What follows belongs to an exercise in optimizing a design on an open flow for small area; a production flow would make more cautious choices. The RTL was checked by simulation tests, not by an equivalence proof against the original design. Power and IR drop assume default switching activity.

== harbor ==
## top
module top(
			clk, rst, data_in, data1, data2,
			lut_q_R0, lut_q_R1, lut_q_R2, lut_q_R3,
			lut_q_L0, lut_q_L1, lut_q_L2, lut_q_L3,
			lut_q_U0, lut_q_U1, lut_q_U2, lut_q_U3,
			lut_q_D0, lut_q_D1, lut_q_D2, lut_q_D3,
			out_valid,
			en,
			addr,
			out1, out2, out3, out4,
			addr1, addr2,
			lut_wen, lut_da, lut_db,
			lut_a_R0, lut_a_R1, lut_a_R2, lut_a_R3,
			lut_a_L0, lut_a_L1, lut_a_L2, lut_a_L3,
			lut_a_U0, lut_a_U1, lut_a_U2, lut_a_U3,
			lut_a_D0, lut_a_D1, lut_a_D2, lut_a_D3
			);
Size: about 920 I/O pins, ~0.11 mm^2 of cells after synthesis.
export LEC_CHECK = 0
export CAP_MARGIN = 20
export CORE_MARGIN = 2
export CORE_UTILIZATION = 50
export SLEW_MARGIN = 20
export SYNTH_HIERARCHICAL = 1
export SYNTH_MINIMUM_KEEP_SIZE = 0
create_clock -name core_clock -period 12.0 [get_ports {clk}]
standard.sh (not shown) runs the stock make flow with config.mk's settings and CLKGATE_MAP_FILE= SYNTH_SCRIPT=/design/flow/synth_recipe.tcl, a recipe that flattens the netlist after the stock synthesis.
==> flow/flow/run.sh <==
#!/bin/bash
# Standard layout, with the ports buffered by the smallest buffer and a
# clock tree built without dummy loads from mid-size clock buffers.
set -euo pipefail
export BUFFER_PORTS_ARGS="-buffer_cell sky130_fd_sc_hd__buf_1"
export CTS_ARGS="-sink_clustering_enable -repair_clock_nets -dont_use_dummy_load -buf_list {sky130_fd_sc_hd__clkbuf_8} -sink_clustering_size 20 -sink_clustering_max_diameter 60"
bash standard.sh > flow.log 2>&1
Changes in sierra relative to harbor:
- changing CAP_MARGIN from 20 to 5
- changing SLEW_MARGIN from 20 to 5
==> results.txt <==
- Clock network fraction of total power: sierra vs harbor — no meaningful difference
- Post-route cell area: harbor vs sierra — no meaningful difference
- Looking at detailed-routing wirelength on met1 across harbor and sierra, the one that comes out lower is harbor.
- Against harbor, number of clock-tree buffers in the layout in sierra fell slightly.
- For routed wire length, harbor and sierra come out practically identical.
- Number of port buffers came out exactly the same in harbor and sierra.
- Between harbor and sierra, the area growth from synthesis to layout figures differ only marginally.
- In sierra relative to harbor, via count had gone down slightly.
- Switching share of power essentially unchanged between sierra and harbor.
[inputs] cedar vs sierra
- CAP_MARGIN: 5 -> 20
- SLEW_MARGIN: 5 -> 20
==> flow/flow/run.sh <==
#!/bin/bash
# Standard layout, with the ports buffered by the smallest buffer and a
# clock tree built without dummy loads from mid-size clock buffers.
set -euo pipefail
export BUFFER_PORTS_ARGS="-buffer_cell sky130_fd_sc_hd__buf_1"
export CTS_ARGS="-sink_clustering_enable -repair_clock_nets -dont_use_dummy_load -buf_list {sky130_fd_sc_hd__clkbuf_8} -sink_clustering_size 23 -sink_clustering_max_diameter 50"
bash standard.sh > flow.log 2>&1
Findings:
- Worst hold slack after final layout delta (cedar − sierra): favourable
- Status: total number of vias parity (sierra, cedar)
- Taking sierra as the reference, in cedar non-clock buffer count in the final layout roughly the same, clock skew roughly the same, total detailed-routing wirelength roughly the same, design area roughly the same.
- Reported for cedar and sierra, initial core utilization turned out identical to the last digit.
- cedar vs. sierra: antenna diode instance count went down by about 3%.
- The met2 usage in global routing on sierra is in line with that on cedar.
- cedar has more setup slack than sierra.
- Of the two values seen for cell with the largest stage delay on the worst path, sky130_fd_sc_hd__dfxtp_1 was produced by sierra and sky130_fd_sc_hd__a221oi_1 by cedar.

========
Another version of the RTL of top (not shown whole).
Size: roughly 3400 flip-flops, about 920 I/O pins.
Design top, start of the top module:
module top(
			clk, rst, data_in, data1, data2,
			lut_q_R0, lut_q_R1, lut_q_R2, lut_q_R3,
			lut_q_L0, lut_q_L1, lut_q_L2, lut_q_L3,
			lut_q_U0, lut_q_U1, lut_q_U2, lut_q_U3,
			lut_q_D0, lut_q_D1, lut_q_D2, lut_q_D3,
			out_valid,
			en,
			addr,
			out1, out2, out3, out4,
			addr1, addr2,
			lut_wen, lut_da, lut_db,
			lut_a_R0, lut_a_R1, lut_a_R2, lut_a_R3,
			lut_a_L0, lut_a_L1, lut_a_L2, lut_a_L3,
			lut_a_U0, lut_a_U1, lut_a_U2, lut_a_U3,
			lut_a_D0, lut_a_D1, lut_a_D2, lut_a_D3
			);
input clk, rst;
input [7:0] data_in;
input [31:0] data1, data2;
output out_valid;
output en;
output [14:0] addr;
output reg signed [7:0] out1, out2, out3, out4;
output [11 :0] addr1, addr2;
input  [31:0] lut_q_R0, lut_q_R1, lut_q_R2, lut_q_R3;
input  [31:0] lut_q_L0, lut_q_L1, lut_q_L2, lut_q_L3;
input  [31:0] lut_q_U0, lut_q_U1, lut_q_U2, lut_q_U3;
input  [31:0] lut_q_D0, lut_q_D1, lut_q_D2, lut_q_D3;
output lut_wen;
output reg [31:0] lut_da, lut_db;
output [11:0] lut_a_R0, lut_a_R1, lut_a_R2, lut_a_R3;
output [11:0] lut_a_L0, lut_a_L1, lut_a_L2, lut_a_L3;
output [11:0] lut_a_U0, lut_a_U1, lut_a_U2, lut_a_U3;
output [11:0] lut_a_D0, lut_a_D1, lut_a_D2, lut_a_D3;
reg sr, sr_d;
reg [14:0] cnt;
reg [6:0] cmod;
wire load_end = (cnt[10:0] == 11'd1689);
always @(posedge clk) begin
	if (rst) begin
		sr <= 1'b0;
		sr_d <= 1'b0;
		cnt <= 15'd0;
		cmod <= 7'd0;
	end
	else begin
		sr <= sr | load_end;
		sr_d <= sr;
		if (sr_d) cnt <= cnt + 15'd1;
		else if (!sr) cnt <= load_end ? 15'd0 : cnt + 15'd1;
		if (sr_d) cmod <= (cmod == 7'd113) ? 7'd0 : cmod + 7'd1;
	end
end
assign lut_wen = sr;
assign addr = sr ? cnt : 15'd0;
assign addr1 = {(sr ? 11'd1689 : cnt[10:0]), 1'b0};
assign addr2 = {(sr ? 11'd1689 : cnt[10:0]), 1'b1};
assign en = sr & (|cnt[14:1]);
assign out_valid = sr & (cnt >= 15'd465) & ~((cmod >= 7'd5) & (cmod <= 7'd8));
always @(posedge clk) begin
	if (rst) begin
		lut_da <= 32'd0;
		lut_db <= 32'd0;
	end
	else begin
		lut_da <= data1;
		lut_db <= data2;
	end
end
reg [6:0] wdata;
always @(posedge clk)
	wdata <= {data_in[7:4] - 4'd1, data_in[3:1]};
reg [7*458-1:0] chain;
reg [2:0] chain_last;
wire en_2 = sr & (|cnt[14:2]);   
always @(posedge clk) begin
	chain <= {chain[7*457-1:14], (en_2 ? chain[13:7] : 7'b1111000), chain[6:0], wdata};
	chain_last <= chain[7*457 +: 3];
end
  ...
clock: 12.0 ns
lec_check: 0
cap_margin: 20
core_margin: 2
core_utilization: 50
slew_margin: 20
synth_hierarchical: 1
synth_minimum_keep_size: 0
==> flow/flow/run.sh <==
#!/bin/bash
# Standard layout, with the ports buffered by the smallest buffer and a
# clock tree built without dummy loads from mid-size clock buffers.
set -euo pipefail
export BUFFER_PORTS_ARGS="-buffer_cell sky130_fd_sc_hd__buf_1"
export CTS_ARGS="-sink_clustering_enable -repair_clock_nets -dont_use_dummy_load -buf_list {sky130_fd_sc_hd__clkbuf_8} -sink_clustering_size 20 -sink_clustering_max_diameter 60"
bash standard.sh > flow.log 2>&1
Next try:
--- a/flow/config.mk
+++ b/flow/config.mk
@@ -6,4 +6,5 @@
 export NUM_CORES = 4
 export LEC_CHECK = 0
+export ABC_AREA = 1
 export CAP_MARGIN = 20
 export CORE_MARGIN = 2
The changed run completed without violations.
Combinational power rises to 3.2 times its value.
Non-clock buffer count does not change.
Setup slack improved by 0.21 ns.
Power is higher by 49%.
Register-to-register slack improved by 0.21 ns.
Global-route usage rose by 1.8 points.
Design area grows by 3.4%.

==> port drivers added, routing unchanged <==
The results above use ideal ports. As a check the final layouts listed here were re-extracted and re-timed, cells and wires unchanged.
Step 1, drivers: a clkbuf_16 drives clk and a buf_2 each remaining input, both assumed.
Step 2, shift: input delay + t, output delay - t, t = (earliest + latest rising clock arrival at the registers) / 2. This alone moves slack from input paths to output paths.
Three values: ideal, step 1, step 2; two values: the first two.
run | t (ns) | slack for setup (ns) | worst setup path after step 2
harbor | 0.990 | 0.449 / 0.449 / 0.449 | register to register
sierra | 1.015 | 0.304 / 0.304 / 0.304 | register to register
cedar | 1.008 | 0.430 / 0.430 / 0.430 | register to register
the first run of note 2 | 1.021 | 0.361 / 0.361 / 0.361 | register to register
the second run of note 2 | 0.998 | 0.568 / 0.568 / 0.568 | register to register
After both steps setup and hold are still met in every run listed.
